This design comes from an exercise in tuning for small area and a short achievable clock period on the open sky130 flow, not from production work.
The RTL was checked by simulation tests, not by an equivalence proof against the original design.

==> flow/design.v (outline; a module is shown in full before it is edited, if it fits) <==
// module cordic: 1758 lines
module cordic #(
    parameter data_width = 16,
    parameter iterations = 15
    )(
    input clk,
    input reset_n,
    input logic signed [data_width-1:0] angle,
    input logic signed [data_width-1:0] x_i,
    input logic signed [data_width-1:0] y_i,
    output logic signed [data_width-1:0] cos,
    output logic signed [data_width-1:0] sin,
    input valid_in,
    output logic valid_out
    );
  // ...
==> flow/flow/run.sh <==
#!/bin/bash
# Standard ORFS layout with three changes: synthesis does not extract full/half adder cells
# (ADDER_MAP_FILE empty), so ABC maps all arithmetic to plain gates; every port still gets
# its own buffer, but a sky130_fd_sc_hd__buf_2 rather than the delay cell the default picks;
# and clock tree synthesis inserts no dummy loads and uses the settings in flow/cts_args.
set -euo pipefail
CTS_EXTRA=$(cat flow/cts_args)
bash standard.sh ADDER_MAP_FILE= \
  "BUFFER_PORTS_ARGS=-buffer_cell sky130_fd_sc_hd__buf_2" \
  "CTS_ARGS=-sink_clustering_enable -repair_clock_nets -dont_use_dummy_load $CTS_EXTRA" \
  finish > make_finish.log 2>&1
==> flow/flow/cts_args <==
-sink_clustering_size 24 -sink_clustering_max_diameter 100
==> flow/standard.sh <==
#!/bin/bash
# synth_recipe.tcl (not shown) runs the flow's synth.tcl, then flattens the netlist and writes it again
# the make line also repeats each setting of config.mk as NAME=value (left out here)
make -C /OpenROAD-flow-scripts/flow DESIGN_CONFIG=/design/flow/config.mk WORK_HOME=/design/flow/orfs CLKGATE_MAP_FILE= SYNTH_SCRIPT=/design/flow/synth_recipe.tcl "${@:-finish}"
==> flow/config.mk <==
export PLATFORM = sky130hd
export DESIGN_NAME = cordic
export DESIGN_NICKNAME = cordic
export VERILOG_FILES = /design/flow/design.v
export SDC_FILE = /design/flow/constraint.sdc
export NUM_CORES = 4
export LEC_CHECK = 0
export ABC_AREA = 1
export CAP_MARGIN = 20
export CORE_MARGIN = 2
export CORE_UTILIZATION = 40
export SETUP_SLACK_MARGIN = 1.8
export SLEW_MARGIN = 20
==> flow/constraint.sdc <==
create_clock -name core_clock -period 4.0 [get_ports {clk}]
set_input_delay 0.8000 -clock core_clock [delete_from_list [all_inputs] [get_ports {clk}]]
set_output_delay 0.8000 -clock core_clock [all_outputs]
set_load 0.01 [all_outputs]
==> impl_metrics.toml, run 1 <==
[status]
status = "complete, no violations"

[floorplan]
rows = 112
io_pins = 84
die_area_mm2 = 0.0973
dieHeight_um = 312
fp.dieW_um = 312

[yosys]
ys_seq_area_frac = 0.328
syn_nets = 5872
synth_compound_area_frac = 0.0859
synth-seq-cells = 618
yosys.area_share.simple = 0.358
netlist_area_mm2 = 0.0379

[layout]
n_all_buffers = 180
antennaDiodeCount = 1
drive_above_1_share = 0.0923
multi_input_area_share = 0.533
largest_class = "multi-input combinational cells"
layout_commonest_cell = "nand2_1"

[critical_path]
critPathTopFamily = "simple AND/OR/NAND/NOR gates"
reg2regPathDepth = 10
timing.reg2reg.setup_slack_ps = 1910
worstPathRequired_ps = 4470
critical_path.startpoint_type = "input pin"
slowest_stage = "nor2_1"

[timing]
period_needed_ps = 2140
tns_ps = 0
rsz0062_at_grt = "no"
report.final.slew_viol_count = 0

[global_routing]
grt-ovfl-total = 0
grt_max_degree = 37
grt_pass1_wl_um = 149000
grt_antenna_before_repair = 2

[detailed_routing]
first_iter_violations = 1696
wl_met1_um = 41000

[clock_network]
ctsHoldBuffers = 1
clkLatencyLatePin_ps = 680
htree_levels = 1
tritoncts = "done"

[placement]
portBuffers = 83

[min_path]
hold_path_startpoint = "valid_in"
==> inputs of run 2 (changes only) <==
--- a/flow/design.v
+++ b/flow/design.v
@@ -12,34 +12,33 @@
     input valid_in,
     output logic valid_out
     );
     logic [14:0] vp;
     always_ff @(posedge clk or negedge reset_n)
         if (!reset_n) vp <= '0;
         else vp <= {vp[13:0], valid_in};
     assign valid_out = vp[14];
-    logic [15:0] s0, d0, e0, n0;
-    assign s0 = x_i + y_i;
-    assign d0 = x_i - y_i;
-    assign e0 = y_i - x_i;
-    assign n0 = ~x_i + ~y_i + 16'd2;
+    logic nxx, nxy, nyx, nyy;
+    assign nxx = angle[15] ^ angle[14];
+    assign nxy = ~(angle[15] & angle[14]);
+    assign nyx = angle[15] & angle[14];
+    assign nyy = angle[15] ^ angle[14];
+    logic [15:0] my_i;
+    assign my_i = -y_i;
+    logic [15:0] x1n, y1n;
+    assign x1n = (x_i ^ {16{nxx}}) + (nxy ? my_i : y_i) + {15'd0, nxx};
+    assign y1n = (x_i ^ {16{nyx}}) + (y_i ^ {16{nyy}}) + {15'd0, nyx | nyy};
     logic [14:0] zop, zc;
     always_comb case (angle[15:14])
         2'b00: begin zop = angle[14:0]; zc = -15'sd12867; end
         2'b01: begin zop = {1'b0, angle[13:0]}; zc = -15'sd12867; end
         2'b10: begin zop = {1'b1, angle[13:0]}; zc = 15'sd12867; end
         default: begin zop = ~angle[14:0]; zc = -15'sd12866; end
     endcase
-    logic [15:0] x1n, y1n;
-    always_comb case (angle[15:14])
-        2'b00: begin x1n = d0; y1n = s0; end
-        2'b11: begin x1n = s0; y1n = e0; end
-        default: begin x1n = n0; y1n = d0; end
-    endcase
     logic [14:0] z1n;
     assign z1n = zop + zc;
     logic signed [15:0] x1, y1;
     logic signed [14:0] z1;
     always_ff @(posedge clk) begin x1 <= x1n; y1 <= y1n; z1 <= z1n[14:0]; end
     logic sx1;
     always_ff @(posedge clk) sx1 <= ~z1n[14];
     logic [15:0] xo1, yo1;
==> flow/flow/cts_args (replaced) <==
-buf_list sky130_fd_sc_hd__clkbuf_8
==> impl_metrics.toml, run 2 <==
[placement]
place_hpwl_um = 61300
portBuffers = 83
place_area_mm2 = 0.0372
place_worst_setup_slack_ps = 881
gp_congestion = 0.886

[timing]
rsz0062_at_grt = "yes"
report.final.slew_viol_count = 0
clock_skew_ps = 85.7
tns_ps = 0
setup_viol = 0
final-hold-violation-count = 0
worst_slack_ps = 1900
max_slew_margin = 0.608
worst_pin_slew_ps = 582
period_needed_ps = 2100
fin_crit_sh = 0.524
fmax_mhz = 477

[critical_path]
timing.reg2reg.setup_slack_ps = 1900
worst-path-max-fanout = 4
critical_path_class = "reg -> reg"
crit_path_end = "x15[15]"
r2r-end = "x15[15]"
setup.worst_path.start = "sx14"
critical_path.startpoint_type = "flop"
crit_arrival_ps = 2720
cp-end-kind = "flop"
reg2regPathDepth = 12
rr_startpoint = "sx14"
worstPathRequired_ps = 4620

[floorplan]
dieHeight_um = 302
start_util = 0.403
fp.dieW_um = 302
die_area_mm2 = 0.0914
rows = 109
io_pins = 84
core-area_mm2 = 0.0882

[clock_network]
numCtsBuffers = 108
cts-root-buf = "clkbuf_8"
tritoncts = "done"
clk_pin_slew_ps = 60
htree_levels = 3
clkLatencyLatePin_ps = 710
clkSinkCount = 619
cts_buffer_depth = 3

[global_routing]
grt_max_degree = 36
grt_pass1_wl_um = 129000
grt-ovfl-total = 0
grt_antenna_before_repair = 1
grt_usage = 0.169
grt_pass1_vias = 28800

[yosys]
synth_edf_count = 0
netlist_area_mm2 = 0.0356
synth_cells = 5329
synth_area_leader_cell = "dfxtp_1"
synth_flop_cell = "dfxtp_1"
syn_nets = 5380
yosysMostFrequentCell = "nand2_1"
synth_top_area_frac = 0.340
synth-seq-cells = 619
syn_avg_cell_area_um2 = 6.68
ys_seq_area_frac = 0.350
synth_warnings = 1
ys_types = 52
synth_commonest_cells = "nand2_1 (1,647), inv_1 (760), dfxtp_1 (604)"
synthTopCellsByArea = "dfxtp_1 (34%), nand2_1 (17%), xor2_1 (10%)"
synth_async_sr_flop_share = 0.0242

[detailed_routing]
first_iter_violations = 1511
viasPerCell = 4.63
route.detailed.drc = 0
wl_per_cell_um = 11.8
dr_total_vias = 31300
wirelength_um = 79600
drt_first_pass_iters = 5
antenna_left = 0

[layout]
syn_to_final_growth_pct = 15.4
fillCellCount = 8948
drive_above_1_share = 0.137
layout_commonest_cell = "nand2_1"
layout_common_cells = "nand2_1 (1,551), inv_1 (746), dfxtp_1 (569)"
ff_latch_area_mm2 = 0.0126
design_area_mm2 = 0.0411
multi_input_area_mm2 = 0.0212
nets = 5636

[job]
cap_violations = 0

[status]
status = "complete, no violations"

[min_path]
hold_path_startpoint = "valid_in"
hold_class = "in -> reg"
## run 2: cell types whose count changed after synthesis, sizes merged, moves of 12 or more
cell | previous run | this run
a21boi | 32 | 14
xnor2 | 186 | 233
nand4 | 70 | 43
nor2 | 530 | 498
o21ai | 272 | 242
nor3 | 41 | 24
a21oi | 148 | 121
nand2 | 1858 | 1664
nand3 | 546 | 380
or2 | 68 | 122
a21o | 29 | 17
inv | 857 | 765
xor2 | 345 | 408
## run 2: critical path: stages, from the launching register on
cell     delay [ps]
dfxtp_4         360
inv_2            60
nand2_2          60
nand2_4          90
nand2_4          60
nor2_4          140
nand2_4          70
nor3_4          240
nand4_1         280
nor3_4          320
nand4_1         170
nand3_1         100
nand2_1          50
## run 2: logic make-up after synthesis
family	Yosys count	share of synthesized area
simple gates	2799	0.330
buf+inv	825	0.0928
xor+xnor	641	0.158
flops	619	0.350
compound gates	445	0.0692
## run 2: worst min path at each step
| stage | endpoint | slack (ps) | cells after the start |
|---|---|---|---|
| after CTS | vp[0] | 110 | 1 |
| final | vp[0] | 200 | 1 |
| after detailed placement | z12[2] | 310 | 0 |
| after global routing | vp[0] | 140 | 1 |
| after global placement | z8[4] | 310 | 0 |
| after floorplan | z10[1] | 310 | 0 |
## run 2: timing repair
| item | in CTS | in global routing |
|---|---|---|
| buffers inserted | 22 | 82 |
| pin swaps | 5 | 92 |
| endpoints found under the hold margin | 15 | 0 |
| gates resized for setup | 107 | 326 |
| cloned | 2 | 7 |
| hold buffers | 1 | 0 |
| endpoints found under the setup margin | 207 | 229 |
## run 2: area by class of cell
type | count | share of cell area
multi-input cells | 3891 | 0.515
flip-flops and latches | 619 | 0.306
inverters | 765 | 0.0711
repair buffers | 200 | 0.0365
clock buffers | 108 | 0.0362
well taps | 1165 | 0.0355
diodes | 1 | 0.0000609
## run 2: through the flow
stage	std cells	hold WS (ps)	util
global route	6749	143	0.466
finish	6749	198	0.466
floorplan	5329	310	-
global placement	6526	310	0.422
CTS	6659	106	0.446
detailed placement	6526	312	0.422
## run 2: metal layers
layer	wire [um]	up-vias	GRT usage
met1	35500	13900	0.200
met5	0	-	0
met2	39300	371	0.309
li1	-	16900	-
met3	2680	149	0.0256
met4	2140	0	0.0598
==> inputs of run 3 (changes only) <==
==> flow/flow/cts_args (replaced) <==
-sink_clustering_size 30 -sink_clustering_max_diameter 80
==> impl_metrics.toml, run 3 <==
[min_path]
hold_class = "in -> async"

[layout]
fillCellCount = 8914
nets = 5582
drive_above_1_share = 0.141
syn_to_final_growth_pct = 15.5
layout_commonest_cell = "nand2_1"
design_area_mm2 = 0.0411
layout.cells.non_filler = 6695
layout_common_cells = "nand2_1 (1,520), inv_1 (744), dfxtp_1 (562)"

[global_routing]
grt_pass1_wl_um = 128000
grt_antenna_before_repair = 0
grt_pass1_vias = 28200
grt_max_degree = 31
grt_usage = 0.166
grt-ovfl-total = 0

[yosys]
ys_seq_area_frac = 0.350
synth_flop_cell = "dfxtp_1"
synth_edf_count = 0
synth-seq-cells = 619
synth_cells = 5329
synth_async_sr_flop_share = 0.0242
synth_warnings = 1
ys_types = 52
syn_avg_cell_area_um2 = 6.68
netlist_area_mm2 = 0.0356
synth_top_area_frac = 0.340
synth_area_leader_cell = "dfxtp_1"
synthTopCellsByArea = "dfxtp_1 (34%), nand2_1 (17%), xor2_1 (10%)"
syn_nets = 5380
yosysMostFrequentCell = "nand2_1"
synth_commonest_cells = "nand2_1 (1,647), inv_1 (760), dfxtp_1 (604)"

[timing]
max_slew_margin = 0.587
rsz0062_at_grt = "yes"
final-hold-violation-count = 0
worst_slack_ps = 1880
worst_pin_slew_ps = 613
setup_viol = 0
clock_skew_ps = 98.3
fin_crit_sh = 0.529
fmax_mhz = 472
period_needed_ps = 2120
tns_ps = 0
report.final.slew_viol_count = 0

[placement]
placedCellCount = 6526
portBuffers = 83
place_area_mm2 = 0.0372
gp_congestion = 0.886
place_hpwl_um = 61300
place_worst_setup_slack_ps = 881

[clock_network]
tritoncts = "done"
cts-root-buf = "clkbuf_16"
htree_levels = 2
ctsHoldBuffers = 0
clkLatencyLatePin_ps = 610
cts_buffer_depth = 3
clkSinkCount = 619
clk_pin_slew_ps = 100
numCtsBuffers = 35

[floorplan]
rows = 109
die_area_mm2 = 0.0914
core-area_mm2 = 0.0882
dieHeight_um = 302
io_pins = 84
start_util = 0.403
fp.dieW_um = 302

[critical_path]
timing.reg2reg.setup_slack_ps = 1880
critical_path_class = "reg -> reg"
critical_path.startpoint_type = "flop"
worstPathRequired_ps = 4510
cp-end-kind = "flop"
crit_arrival_ps = 2630
worst-path-max-fanout = 4

[detailed_routing]
antenna_left = 0
viasPerCell = 4.64
dr_total_vias = 31100
wl_per_cell_um = 11.9
wirelength_um = 79700
drt_first_pass_iters = 6
first_iter_violations = 1440
route.detailed.drc = 0

[status]
status = "complete, no violations"

[job]
cap_violations = 0
run 3: cell counts after synthesis:
Identical to the previous run, type by type.
run 3: worst max-delay path: stages (launching register included):
cell and delay, ps:
dfxtp_4 370, inv_2 60, nand2_2 60, nand2_4 90, nand2_4 60, nor2_4 140, nand2_4 70, nor3_4 240
nand4_1 290, nor3_4 320, nand4_1 170, nand3_1 100, nand2_1 50
run 3: worst paths after layout:
check | cells past startpoint | endpoint | startpoint
worst max-delay path | 12 | x15[15] | sx14
worst min-delay path | 1 | vp[1] | reset_n
worst max register to register | 12 | x15[15] | sx14
worst min register to register | 0 | z2[0] | z1[0]
max in group asynchronous | 1 | vp[12] | reset_n
min in group core_clock | 0 | z2[0] | z1[0]
run 3: cells by family after synthesis:
| group | share of synthesized area |
|---|---|
| AND/OR/NAND/NOR | 0.330 |
| XOR/XNOR | 0.158 |
| flip-flops | 0.350 |
| buffers and inverters | 0.0928 |
| AO/OA/AOI/OAI | 0.0692 |
run 3: cell type report:
class,count,area [um^2],share of cell area
antenna,1,2.50,0.0000608
sequential,619,12600,0.306
multi-input combinational,3892,21600,0.525
timing repair buffer,218,1710,0.0416
inverter,765,2930,0.0711
clock buffer,35,876,0.0213
tap,1165,1460,0.0354
run 3: metrics by stage:
| stage | util | hold slack (ps) |
|---|---|---|
| after floorplan | - | 310 |
| after global placement | 0.422 | 310 |
| after detailed placement | 0.422 | 312 |
| after CTS | 0.439 | 30.0 |
| after global routing | 0.466 | 50.4 |
| final | 0.466 | 64.2 |
run 3: timing repair:
item / 4_1_cts / 5_1_grt
endpoints found under the setup margin: 224 / 230
pin swaps: 9 / 114
resized for setup: 114 / 437
cloned: 4 / 8
buffers inserted: 23 / 98
run 3: routing by layer:
metal | share of wire | global-route usage | vias up
li1 | - | - | 16800
met1 | 0.45 | 0.203 | 13900
met2 | 0.50 | 0.308 | 321
met3 | 0.028 | 0.0210 | 92
met4 | 0.020 | 0.0395 | 0
met5 | 0 | 0 | -
==> inputs of run 4 (changes only) <==
==> flow/flow/cts_args (replaced) <==
-sink_clustering_size 20 -sink_clustering_max_diameter 80
==> impl_metrics.toml, run 4 <==
[critical_path]
critical_path.cell_chain = "bufbuf_16, nand2_2, inv_1, nor2_2, nand2_2, nor4_4, nand3_1, nand2_2, nand3_2, nand3_2, xor2_2, buf_6, inv_1"
slowest_stage = "dfxtp_4"
cp-end-kind = "flop"
critical_path_class = "reg -> reg"
critical_path.startpoint_type = "flop"
cpMostUsedCell = "nand2_2"
crit_arrival_ps = 2590
worstPathRequired_ps = 4470
worst-path-max-fanout = 17
max_stage_delay_ps = 390

[yosys]
syn_avg_cell_area_um2 = 6.68
synth_compound_area_frac = 0.0692
synth-adder-area-share = 0
ys_types = 52
synth_async_sr_flop_share = 0.0242
yosys.area_share.simple = 0.330
synth_top_area_frac = 0.340
synth_edf_count = 0
yosysMostFrequentCell = "nand2_1"
synth_area_leader_cell = "dfxtp_1"
synth_top_family_by_area = "simple AND/OR/NAND/NOR gates"
synthTopCellsByArea = "dfxtp_1 (34%), nand2_1 (17%), xor2_1 (10%)"
synth-seq-cells = 619
synth_warnings = 1
synth_commonest_cells = "nand2_1 (1,647), inv_1 (760), dfxtp_1 (604)"
netlist_area_mm2 = 0.0356
ys_seq_area_frac = 0.350
synthXorXnorAreaFrac = 0.158
syn_nets = 5380
synth_flop_cell = "dfxtp_1"
synthMuxAreaShare = 0
synth_cells = 5329

[timing]
worst_pin_slew_ps = 722
setup_viol = 0
rsz0062_at_grt = "yes"
report.final.slew_viol_count = 0
worst_slack_ps = 1880
max_slew_margin = 0.519
fin_crit_sh = 0.529
final-hold-violation-count = 0
fmax_mhz = 472
period_needed_ps = 2120
tns_ps = 0
clock_skew_ps = 66.4

[detailed_routing]
wirelength_um = 79200
dr_total_vias = 31000
wl_met2_um = 39400
wl_per_cell_um = 11.8
antenna_left = 0
wl_met3_um = 2270
top_layer_used = "met4"
wl_met1_um = 35800
viasPerCell = 4.63
drt_first_pass_iters = 6
route.detailed.drc = 0
first_iter_violations = 1466

[floorplan]
dieHeight_um = 302
start_util = 0.403
io_pins = 84
fp.dieW_um = 302
die_area_mm2 = 0.0914
core-area_mm2 = 0.0882
rows = 109

[job]
cap_violations = 0

[placement]
portBuffers = 83
place_hpwl_um = 61300
place_area_mm2 = 0.0372
gp_congestion = 0.886
place_worst_setup_slack_ps = 881

[global_routing]
grt_pass1_vias = 28300
grt_usage = 0.167
grt_max_degree = 21
grt_antenna_before_repair = 0
grt-ovfl-total = 0
grt_pass1_wl_um = 129000

[layout]
layout_commonest_cell = "nand2_1"
nets = 5578
design_area_mm2 = 0.0408
final_core_util = 0.463
drive_above_1_share = 0.131
antennaDiodeCount = 0
layout_common_cells = "nand2_1 (1,542), inv_1 (749), dfxtp_1 (564)"
syn_to_final_growth_pct = 14.7

[clock_network]
htree_levels = 2
numCtsBuffers = 39
clkSinkCount = 619
clkLatencyLatePin_ps = 600
cts-root-buf = "clkbuf_16"
cts_buffer_depth = 3
tritoncts = "done"
clk_pin_slew_ps = 90

[min_path]
hold_class = "in -> async"

[status]
status = "complete, no violations"
==> run 4: cell count changes in the layout (fill, tap and decap cells not counted), sizes merged <==
cell / delta
nand2: +1
clkbuf: +5
diode: -1
bufbuf: +1
buf: -11
==> run 4: critical path, delay by kind of cell, from the launching register on <==
kind | cells | cell delay (ps)
AND/OR/NAND/NOR | 8 | 960
flip-flops | 1 | 390
XOR/XNOR | 1 | 150
buffers and inverters | 4 | 510
==> run 4: worst paths after layout <==
check,to,slack [ps],start,depth (start not counted)
setup / recovery,z3[12],1880,z2[13],13
hold / removal,vp[1],80,reset_n,1
setup reg to reg,z3[12],1880,z2[13],13
hold reg to reg,z8[1],300,z7[1],0
max in group asynchronous,vp[12],3670,reset_n,1
min in group core_clock,z8[1],300,z7[1],0
==> run 4: layout make-up <==
cell class	instances	area, um^2
repair buffers	209	1620
inverters	765	2930
multi-input cells	3893	21300
well taps	1165	1460
flip-flops and latches	619	12600
clock buffers	39	976
fillers	8967	47400
==> run 4: kinds of logic (layout without fill, tap and decap cells) <==
family,Yosys count,after routing
AND/OR/NAND/NOR,2799,2807
XOR/XNOR,641,641
buffers and inverters,825,1013
flip-flops,619,619
AO/OA/AOI/OAI,445,445
==> run 4: repair_timing <==
action                     in CTS  in global routing
buffers inserted               21                 91
gates cloned                    5                  8
hold buffers                    0                  0
pin swaps                       9                 92
setup endpoints to repair     231                229
resized for setup             112                341
==> run 4: stage by stage <==
stage	cells	hold slack (ps)
6_report	6690	80.3
5_1_grt	6690	68.6
4_1_cts	6591	50.5
3_5_place_dp	6526	312
3_3_place_gp	6526	310
2_1_floorplan	5329	310
==> run 4: layer usage <==
layer	track usage	up-vias
met3	0.0211	105
met5	0	-
met4	0.0431	0
met2	0.309	326
met1	0.204	13800
li1	-	16800
==> inputs of run 5 (changes only) <==
--- a/flow/config.mk
+++ b/flow/config.mk
@@ -9,5 +9,5 @@
 export CAP_MARGIN = 20
 export CORE_MARGIN = 2
 export CORE_UTILIZATION = 40
-export SETUP_SLACK_MARGIN = 1.8
+export SETUP_SLACK_MARGIN = 1.75
 export SLEW_MARGIN = 20
==> impl_metrics.toml, run 5 <==
[floorplan]
rows = 109
io_pins = 84
fp.dieW_um = 302
start_util = 0.403
die_area_mm2 = 0.0914
core-area_mm2 = 0.0882
dieHeight_um = 302

[yosys]
ys_types = 52
synth-seq-cells = 619
ys_seq_area_frac = 0.350
synth_flop_cell = "dfxtp_1"
syn_nets = 5380
syn_avg_cell_area_um2 = 6.68
synth_cells = 5329
synth_top_area_frac = 0.340
synthTopCellsByArea = "dfxtp_1 (34%), nand2_1 (17%), xor2_1 (10%)"
synth_warnings = 1
yosysMostFrequentCell = "nand2_1"
netlist_area_mm2 = 0.0356
synth_async_sr_flop_share = 0.0242
synth_area_leader_cell = "dfxtp_1"
synth_commonest_cells = "nand2_1 (1,647), inv_1 (760), dfxtp_1 (604)"
synth_edf_count = 0

[clock_network]
tritoncts = "done"
clk_pin_slew_ps = 80
cts-root-buf = "clkbuf_16"
numCtsBuffers = 42
clkLatencyLatePin_ps = 620
clkSinkCount = 619
ctsHoldBuffers = 0
cts_buffer_depth = 3
htree_levels = 2

[global_routing]
grt_max_degree = 34
grt_pass1_vias = 28200
grt_pass1_wl_um = 129000
grt-ovfl-total = 0
grt_antenna_before_repair = 0
grt_usage = 0.168

[critical_path]
critical_path_class = "reg -> reg"
reg2regPathDepth = 11
cp-end-kind = "flop"
crit_arrival_ps = 2540
timing.reg2reg.setup_slack_ps = 1870
worstPathRequired_ps = 4410
worst-path-max-fanout = 7
critical_path.startpoint_type = "flop"

[timing]
setup_viol = 0
period_needed_ps = 2130
report.final.slew_viol_count = 0
fmax_mhz = 470
final-hold-violation-count = 0
worst_pin_slew_ps = 593
fin_crit_sh = 0.532
tns_ps = 0
clock_skew_ps = 74.3
max_slew_margin = 0.605
rsz0062_at_grt = "yes"

[min_path]
hold_class = "in -> async"

[detailed_routing]
route.detailed.drc = 0
dr_total_vias = 30900
drt_first_pass_iters = 5
antenna_left = 0
first_iter_violations = 1388
viasPerCell = 4.63
wirelength_um = 79600
wl_per_cell_um = 11.9

[placement]
portBuffers = 83
place_hpwl_um = 61900
placedCellCount = 6526
gp_congestion = 0.865

[layout]
multi_input_area_mm2 = 0.0209
ff_latch_area_mm2 = 0.0126
layout.cells.non_filler = 6668
drive_above_1_share = 0.117
final_core_util = 0.457
fillCellCount = 9022
syn_to_final_growth_pct = 13.3
layout_commonest_cell = "nand2_1"
antennaDiodeCount = 0
nets = 5556
layout_common_cells = "nand2_1 (1,558), inv_1 (750), dfxtp_1 (569)"

[job]
cap_violations = 0

[status]
status = "complete, no violations"
[run 5: worst paths after layout]
path | startpoint | endpoint
setup / recovery | sx3 | x4[15]
min in group core_clock | z8[4] | z9[4]
max in group asynchronous | reset_n | vp[5]
hold / removal | reset_n | vp[3]
setup reg to reg | sx3 | x4[15]
hold reg to reg | z8[4] | z9[4]
[run 5: logic make-up (layout without fill, tap and decap cells)]
family                    after synthesis  count (layout)  synth area share
AOI/OAI and AO/OA                     445             446            0.0692
DFF                                   619             619             0.350
and+or+nand+nor                      2799            2802             0.330
xor gates and xnor gates              641             641             0.158
buffers and inverters                 825             995            0.0928
[run 5: routing by layer]
layer | up-vias | track usage | routed length [um]
li1 | 16700 | - | -
met1 | 13700 | 0.205 | 36200
met5 | - | 0 | 0
met3 | 95 | 0.0196 | 2400
met4 | 0 | 0.0375 | 1480
met2 | 336 | 0.315 | 39500
[run 5: metrics by stage]
step	hold WS (ps)	cell area (um^2)	setup WS [ps]
final	68.0	40300	1870
after global routing	52.2	40300	1690
after CTS	25.6	38600	1720
after detailed placement	312	37200	903
after global placement	311	37200	949
after floorplan	310	35700	1750
[run 5: timing repair]
action	CTS	global route
pin swaps	4	72
endpoints found under the setup margin	218	227
setup buffers	17	76
cloned	1	6
resized for setup	87	297
[run 5: area by class of cell]
class,count,share of cell area
Inverter,765,0.0720
Tap cell,1165,0.0361
Multi-Input combinational cell,3889,0.519
Sequential cell,619,0.311
Timing Repair Buffer,188,0.0357
Clock buffer,42,0.0261
[run 5: worst max-delay path: stages (launching register included)]
cell     delay, ps
dfxtp_4        400
buf_8          150
xnor2_1        130
or2_2          280
nand2_1        140
o21ai_0        130
a31oi_2        290
nand2_2        150
nand2_2         90
nand2_1         50
nand2_1         50
nand2_1         80
==> inputs of run 6 (changes only) <==
==> flow/flow/cts_args (replaced) <==
-sink_clustering_size 30 -sink_clustering_max_diameter 120
--- a/flow/config.mk
+++ b/flow/config.mk
@@ -9,5 +9,5 @@
 export CAP_MARGIN = 20
 export CORE_MARGIN = 2
 export CORE_UTILIZATION = 40
-export SETUP_SLACK_MARGIN = 1.75
+export SETUP_SLACK_MARGIN = 1.9
 export SLEW_MARGIN = 20
==> impl_metrics.toml, run 6 <==
[status]
status = "complete, no violations"

[clock_network]
clkLatencyLatePin_ps = 640
cts_buffer_depth = 3
cts-root-buf = "clkbuf_16"
clk_pin_slew_ps = 120
ctsHoldBuffers = 0
htree_levels = 1
numCtsBuffers = 28
clkSinkCount = 619
tritoncts = "done"

[global_routing]
grt_antenna_before_repair = 0
grt-ovfl-total = 0
grt_pass1_wl_um = 129000
grt_usage = 0.168
grt_max_degree = 31
grt_pass1_vias = 28200

[layout]
layout.cells.non_filler = 6786
drive_above_1_share = 0.215
syn_to_final_growth_pct = 22.6
antennaDiodeCount = 0
layout_common_cells = "nand2_1 (1,386), inv_1 (710), dfxtp_1 (546)"
nets = 5674
final_core_util = 0.495
layout_commonest_cell = "nand2_1"

[detailed_routing]
drt_first_pass_iters = 5
wirelength_um = 83600
wl_per_cell_um = 12.3
viasPerCell = 4.66
dr_total_vias = 31600
antenna_left = 0
route.detailed.drc = 0
first_iter_violations = 1248

[yosys]
synth_warnings = 1
netlist_area_mm2 = 0.0356
synth_commonest_cells = "nand2_1 (1,647), inv_1 (760), dfxtp_1 (604)"
syn_nets = 5380
synth_top_area_frac = 0.340
ys_types = 52
synthTopCellsByArea = "dfxtp_1 (34%), nand2_1 (17%), xor2_1 (10%)"
ys_seq_area_frac = 0.350
synth_flop_cell = "dfxtp_1"
synth-seq-cells = 619
synth_async_sr_flop_share = 0.0242
synth_area_leader_cell = "dfxtp_1"
synth_edf_count = 0
syn_avg_cell_area_um2 = 6.68
synth_cells = 5329
yosysMostFrequentCell = "nand2_1"

[placement]
place_worst_setup_slack_ps = 978
place_hpwl_um = 60700
portBuffers = 83
gp_congestion = 0.842
placedCellCount = 6525

[timing]
report.final.slew_viol_count = 0
fin_crit_sh = 0.521
worst_pin_slew_ps = 594
period_needed_ps = 2080
setup_viol = 0
clock_skew_ps = 84.2
max_slew_margin = 0.604
fmax_mhz = 480
final-hold-violation-count = 0
tns_ps = 0
rsz0062_at_grt = "yes"
worst_slack_ps = 1920

[min_path]
hold_class = "in -> async"

[floorplan]
io_pins = 84
rows = 109
start_util = 0.403
die_area_mm2 = 0.0914
dieHeight_um = 302
core-area_mm2 = 0.0882
fp.dieW_um = 302

[critical_path]
critical_path.startpoint_type = "flop"
cp-end-kind = "flop"
critical_path_class = "reg -> reg"
worstPathRequired_ps = 4460
worst-path-max-fanout = 5
crit_arrival_ps = 2540

[job]
cap_violations = 0
==> run 6: cell counts after synthesis <==
Identical to the previous run, type by type.
==> run 6: metal layers <==
layer / share of wire / GRT usage
met3: 0.019 / 0.0136
met2: 0.52 / 0.318
met1: 0.44 / 0.205
met4: 0.021 / 0.0376
met5: 0 / 0
==> run 6: area by class of cell <==
class	count	area, um^2
inverters	765	2950
repair buffers	317	2730
flip-flops and latches	619	12600
multi-input cells	3892	23200
clock buffers	28	701
well taps	1165	1460
fillers	8666	44600
==> run 6: what timing repair did <==
action	in CTS	in global routing
gates cloned	6	11
pin swaps	25	282
buffers inserted	44	172
gates resized for setup	213	825
endpoints found under the setup margin	275	232
==> run 6: kinds of logic (layout without fill, tap and decap cells) <==
group                     Yosys count  count (layout)  synth area share
and+or+nand+nor                  2799            2806             0.330
buffers and inverters             825            1110            0.0928
xor gates and xnor gates          641             641             0.158
DFF                               619             619             0.350
AOI/OAI and AO/OA                 445             445            0.0692
==> run 6: path summary, 6_finish.rpt <==
kind	startpoint	end	slack [ps]	cells after the start
hold reg to reg	z1[1]	z2[1]	310	0
setup reg to reg	sx3	x4[13]	1920	11
setup / recovery	sx3	x4[13]	1920	11
max in group asynchronous	reset_n	vp[13]	3610	1
min in group core_clock	valid_in	vp[0]	280	1
hold / removal	reset_n	vp[12]	80	1
==> run 6: metrics by stage <==
step	area, um^2	hold WS [ps]
after floorplan	35800	310
after global placement	37300	311
after detailed placement	37300	312
after CTS	39100	47.6
after global routing	43600	73.2
final	43600	83.5
==> run 6: worst max-delay path, cell delays in order, from the launching register on <==
cell and delay [ps]:
dfxtp_4 410, buf_12 160, buf_8 130, xnor2_2 130, or2_4 270, nand2_4 100
o21ai_2 80, a31oi_4 210, buf_6 160, nand3_2 70, nand3_1 90, nand2_1 70
==> inputs of run 7 (changes only) <==
--- a/flow/config.mk
+++ b/flow/config.mk
@@ -9,5 +9,5 @@
 export CAP_MARGIN = 20
 export CORE_MARGIN = 2
 export CORE_UTILIZATION = 40
-export SETUP_SLACK_MARGIN = 1.9
+export SETUP_SLACK_MARGIN = 1.8
 export SLEW_MARGIN = 20
==> impl_metrics.toml, run 7 <==
[status]
status = "complete, no violations"

[critical_path]
worstPathRequired_ps = 4450
worst-path-max-fanout = 7
critical_path.startpoint_type = "input pin"
slowest_stage = "xor2_1"
critical_path.cell_chain = "buf_8, inv_12, nand2_8, nand2_8, buf_4, xor2_1, or2_2, nand2_2, nor2_1, nand3_1, nor3_1, nand2_1, nand3_1, nand2_1"
crit_arrival_ps = 2540
cp-end-kind = "flop"
critical_path_class = "in -> reg"
max_stage_delay_ps = 200

[timing]
setup_viol = 0
max_slew_margin = 0.486
tns_ps = 0
final-hold-violation-count = 0
fin_crit_sh = 0.523
worst_pin_slew_ps = 771
holdWs_ps = 49.1
clock_skew_ps = 68.2
fmax_mhz = 478
period_needed_ps = 2090
report.final.slew_viol_count = 0
rsz0062_at_grt = "yes"

[clock_network]
cts-root-buf = "clkbuf_16"
clkLatencyLatePin_ps = 620
cts_buffer_depth = 3
numCtsBuffers = 25
clk_pin_slew_ps = 110
ctsHoldBuffers = 0
tritoncts = "done"
clkSinkCount = 619
htree_levels = 1

[job]
cap_violations = 0

[floorplan]
fp.dieW_um = 302
core-area_mm2 = 0.0882
rows = 109
io_pins = 84
start_util = 0.403
die_area_mm2 = 0.0914
dieHeight_um = 302

[yosys]
syn_nets = 5380
synth_cells = 5329
ys_types = 52
synth_area_leader_cell = "dfxtp_1"
synth_edf_count = 0
synth_commonest_cells = "nand2_1 (1,647), inv_1 (760), dfxtp_1 (604)"
synth_top_family_by_area = "simple AND/OR/NAND/NOR gates"
synth_warnings = 1
synthTopCellsByArea = "dfxtp_1 (34%), nand2_1 (17%), xor2_1 (10%)"
synth_flop_cell = "dfxtp_1"
netlist_area_mm2 = 0.0356
yosys.area_share.simple = 0.330
synth-adder-area-share = 0
synth_top_area_frac = 0.340
synthXorXnorAreaFrac = 0.158
synth_compound_area_frac = 0.0692
synthMuxAreaShare = 0
synth-seq-cells = 619
synth_async_sr_flop_share = 0.0242
syn_avg_cell_area_um2 = 6.68
ys_seq_area_frac = 0.350
yosysMostFrequentCell = "nand2_1"

[layout]
antennaDiodeCount = 0
layout_common_cells = "nand2_1 (1,555), inv_1 (748), dfxtp_1 (563)"
fillCellCount = 9044
nets = 5556
layout_commonest_cell = "nand2_1"
drive_above_1_share = 0.123
design_area_mm2 = 0.0402
syn_to_final_growth_pct = 12.9

[placement]
portBuffers = 83
place_area_mm2 = 0.0372
place_hpwl_um = 61300
gp_congestion = 0.886

[global_routing]
grt_max_degree = 31
grt_antenna_before_repair = 0
grt_pass1_wl_um = 127000
grt-ovfl-total = 0
grt_usage = 0.165
grt_pass1_vias = 28100

[detailed_routing]
antenna_left = 0
wl_per_cell_um = 11.6
route.detailed.drc = 0
drt_first_pass_iters = 8
dr_total_vias = 30900
viasPerCell = 4.63
first_iter_violations = 1438
wirelength_um = 77700

[min_path]
hold_class = "in -> async"
## run 7: kinds of logic (layout without fill, tap and decap cells)
logic type,count (synthesis),count (layout)
and+or+nand+nor,2799,2806
xor gates and xnor gates,641,641
DFF,619,619
buffers and inverters,825,992
AOI/OAI and AO/OA,445,445
## run 7: timing repair
item	CTS	global route
resized for setup	96	320
endpoints found under the setup margin	223	230
hold endpoints to repair	0	0
buffers inserted	18	90
gates cloned	5	4
pin swaps	10	72
## run 7: area by class of cell
class,instances,area (um^2),area share
Timing Repair Buffer,202,1520,0.0378
Tap cell,1165,1460,0.0363
Inverter,765,2930,0.0728
Clock buffer,25,626,0.0156
Sequential cell,619,12600,0.313
Multi-Input combinational cell,3892,21100,0.525
## run 7: path summary, 6_finish.rpt
kind | start | to | slack [ps] | cells past startpoint
worst min register to register | z1[0] | z2[0] | 290 | 0
worst min-delay path | reset_n | vp[0] | 50 | 1
worst max-delay path | angle[14] | y1[14] | 1910 | 14
worst max register to register | y10[10] | x11[7] | 1920 | 13
min in group core_clock | valid_in | vp[0] | 280 | 1
max in group asynchronous | reset_n | vp[12] | 3710 | 1
## run 7: routing by layer
metal	global-route usage	wire [um]	vias to the layer above	part of all wire
li1	-	-	16700	-
met1	0.203	35300	13700	0.45
met2	0.309	38900	324	0.50
met3	0.0147	1960	73	0.025
met4	0.0360	1530	0	0.020
met5	0	0	-	0
## run 7: per-stage QoR
step	worst slack, ps	util	std cells
after floorplan	1780	-	5329
after CTS	1680	0.435	6574
after global routing	1730	0.456	6668
after global placement	848	0.422	6526
final	1910	0.456	6668
after detailed placement	881	0.422	6526
## run 7: worst max-delay path: cells and delay by family
kind          cells  cell delay, ps
xor+xnor          1             200
buf+inv           3             330
simple gates     10            1200
==> inputs of run 8 (changes only) <==
==> flow/flow/run.sh (replaced) <==
#!/bin/bash
# Standard ORFS layout with three changes: synthesis does not extract full/half adder cells
# (ADDER_MAP_FILE empty), so ABC maps all arithmetic to plain gates; every port still gets
# its own buffer, but a sky130_fd_sc_hd__buf_2 rather than the delay cell the default picks;
# and clock tree synthesis inserts no dummy loads.
set -euo pipefail
bash standard.sh ADDER_MAP_FILE= \
  "BUFFER_PORTS_ARGS=-buffer_cell sky130_fd_sc_hd__buf_2" \
  "CTS_ARGS=-sink_clustering_enable -repair_clock_nets -dont_use_dummy_load" \
  finish > make_finish.log 2>&1
removed: flow/flow/cts_args
==> impl_metrics.toml, run 8 <==
[layout]
layout_commonest_cell = "nand2_1"
drive_above_1_share = 0.137
syn_to_final_growth_pct = 17.0
final_core_util = 0.472
layout_common_cells = "nand2_1 (1,544), inv_1 (748), dfxtp_1 (565)"
design_area_mm2 = 0.0417
antennaDiodeCount = 0
nets = 5622

[critical_path]
critPathTopFamily = "simple AND/OR/NAND/NOR gates"
max_stage_delay_ps = 370
reg2regPathDepth = 12
crit_arrival_ps = 2580
timing.reg2reg.setup_slack_ps = 1900
critical_path_class = "reg -> reg"
slowest_stage = "dfxtp_4"
rr_startpoint = "z2[13]"
r2r-end = "z3[12]"
crit_buf_inv = 4
critical_path.startpoint_type = "flop"
cpMostUsedCell = "inv_1"
critical_path.cell_chain = "bufbuf_16, nand2_1, inv_1, nor2_4, inv_1, nor4_4, nand3_1, nand2_2, nand3_1, nand3_2, xor2_4, inv_1"
worstPathRequired_ps = 4480
worst-path-max-fanout = 17
cp-end-kind = "flop"

[clock_network]
numCtsBuffers = 71
htree_levels = 3
cts_buffer_depth = 3
tritoncts = "done"
clkLatencyLatePin_ps = 640
cts-root-buf = "clkbuf_16"
clk_pin_slew_ps = 60
clkSinkCount = 619

[floorplan]
fp.dieW_um = 302
start_util = 0.403
io_pins = 84
dieHeight_um = 302
core-area_mm2 = 0.0882
die_area_mm2 = 0.0914
rows = 109

[min_path]
hold_class = "in -> async"

[timing]
setup_viol = 0
final-hold-violation-count = 0
max_slew_margin = 0.596
period_needed_ps = 2100
fin_crit_sh = 0.526
report.final.slew_viol_count = 0
clock_skew_ps = 84.4
worst_pin_slew_ps = 606
fmax_mhz = 475
worst_slack_ps = 1900
rsz0062_at_grt = "yes"
tns_ps = 0

[yosys]
synth_top_area_frac = 0.340
synth_cells = 5329
synth-adder-area-share = 0
synth_compound_area_frac = 0.0692
synth_flop_cell = "dfxtp_1"
synthTopCellsByArea = "dfxtp_1 (34%), nand2_1 (17%), xor2_1 (10%)"
synth_async_sr_flop_share = 0.0242
synth_warnings = 1
synth-seq-cells = 619
synthMuxAreaShare = 0
syn_nets = 5380
yosys.area_share.simple = 0.330
yosysMostFrequentCell = "nand2_1"
synth_area_leader_cell = "dfxtp_1"
synthXorXnorAreaFrac = 0.158
synth_commonest_cells = "nand2_1 (1,647), inv_1 (760), dfxtp_1 (604)"
synth_edf_count = 0
synth_top_family_by_area = "simple AND/OR/NAND/NOR gates"
netlist_area_mm2 = 0.0356
ys_seq_area_frac = 0.350
syn_avg_cell_area_um2 = 6.68
ys_types = 52

[global_routing]
grt_pass1_wl_um = 130000
grt_usage = 0.170
grt_pass1_vias = 28700
grt-ovfl-total = 0
grt_max_degree = 24
grt_antenna_before_repair = 0

[detailed_routing]
first_iter_violations = 1403
viasPerCell = 4.63
antenna_left = 0
dr_total_vias = 31200
drt_first_pass_iters = 5
wirelength_um = 79800
route.detailed.drc = 0
wl_per_cell_um = 11.9

[placement]
portBuffers = 83
place_area_mm2 = 0.0372
place_worst_setup_slack_ps = 881
gp_congestion = 0.886
place_hpwl_um = 61300

[job]
cap_violations = 0

[status]
status = "complete, no violations"
run 8: area by class of cell:
cell class / count / area, um^2
timing repair buffer: 222 / 1700
sequential: 619 / 12600
tap: 1165 / 1460
multi-input combinational: 3892 / 21200
inverter: 765 / 2930
clock buffer: 71 / 1780
fill: 8867 / 46600
run 8: worst max path at each step:
| stage | to | slack, ps | depth (start not counted) | startpoint |
|---|---|---|---|---|
| after floorplan | y1[9] | 1780 | 17 | angle[14] |
| after global placement | x1[12] | 850 | 14 | angle[15] |
| after detailed placement | x1[12] | 880 | 14 | angle[14] |
| after CTS | z3[12] | 1770 | 12 | z2[13] |
| after global routing | z3[12] | 1710 | 12 | z2[13] |
| final | z3[12] | 1900 | 12 | z2[13] |
run 8: repair_timing:
action / 4_1_cts / 5_1_grt
endpoints found under the hold margin: 0 / 0
resized for setup: 105 / 346
pin swaps: 8 / 86
hold buffers: 0 / 0
setup endpoints to repair: 225 / 230
buffers inserted: 22 / 104
cloned: 4 / 7
run 8: logic make-up after synthesis:
| logic type | count (synthesis) |
|---|---|
| AO/OA/AOI/OAI | 445 |
| buffers and inverters | 825 |
| flip-flops | 619 |
| AND/OR/NAND/NOR | 2799 |
| XOR/XNOR | 641 |
run 8: layer usage:
layer | vias up | global-route usage | share of wire
met5 | - | 0 | 0
met4 | 0 | 0.0559 | 0.027
li1 | 16800 | - | -
met3 | 138 | 0.0224 | 0.033
met1 | 13800 | 0.203 | 0.45
met2 | 378 | 0.310 | 0.49
run 8: stage by stage:
stage	std cells	hold WS, ps
after floorplan	5329	310
after global placement	6526	310
after detailed placement	6526	312
after CTS	6623	48.5
final	6734	77.7
after global routing	6734	67.5

[re-timing with driven ports]
In the flow no input, the clock included, has a driving cell. The finished layouts below were timed again as built, in two steps.
Step 1: set_driving_cell puts a clkbuf_16 on clk and a buf_2 on each other input, an assumption about the parent block.
Step 2, shift: input delay + t, output delay - t, t = (earliest + latest rising clock arrival at the registers) / 2. This alone moves slack from input paths to output paths.
Slacks: ideal / step 1 / step 2; pairs: ideal / step 1.
| run | t, ns | setup slack, ns | latest minus earliest clock arrival (ns) | worst data-port slew with drivers (ns) | cell pins on the clock port's net |
|---|---|---|---|---|---|
| run 1 | 0.691 | 1.860 / 1.902 / 1.211 | 0.104 / 0.104 | 0.06 | 1 |
| run 2 | 0.733 | 1.903 / 1.903 / 1.205 | 0.101 / 0.100 | 0.04 | 1 |
| run 3 | 0.623 | 1.883 / 1.883 / 1.342 | 0.099 / 0.099 | 0.06 | 1 |
| run 4 | 0.625 | 1.883 / 1.883 / 1.323 | 0.071 / 0.071 | 0.06 | 1 |
| run 5 | 0.629 | 1.871 / 1.871 / 1.286 | 0.099 / 0.099 | 0.05 | 1 |
| run 6 | 0.657 | 1.917 / 1.915 / 1.258 | 0.088 / 0.088 | 0.09 | 1 |
| run 7 | 0.637 | 1.909 / 1.917 / 1.291 | 0.099 / 0.099 | 0.06 | 1 |
| run 8 | 0.658 | 1.896 / 1.896 / 1.290 | 0.096 / 0.096 | 0.05 | 1 |
After both steps every run listed still meets setup and hold. The setup slack of run 2, which loses most, moves by 0.000 ns with the drivers and by -0.698 ns with both steps.
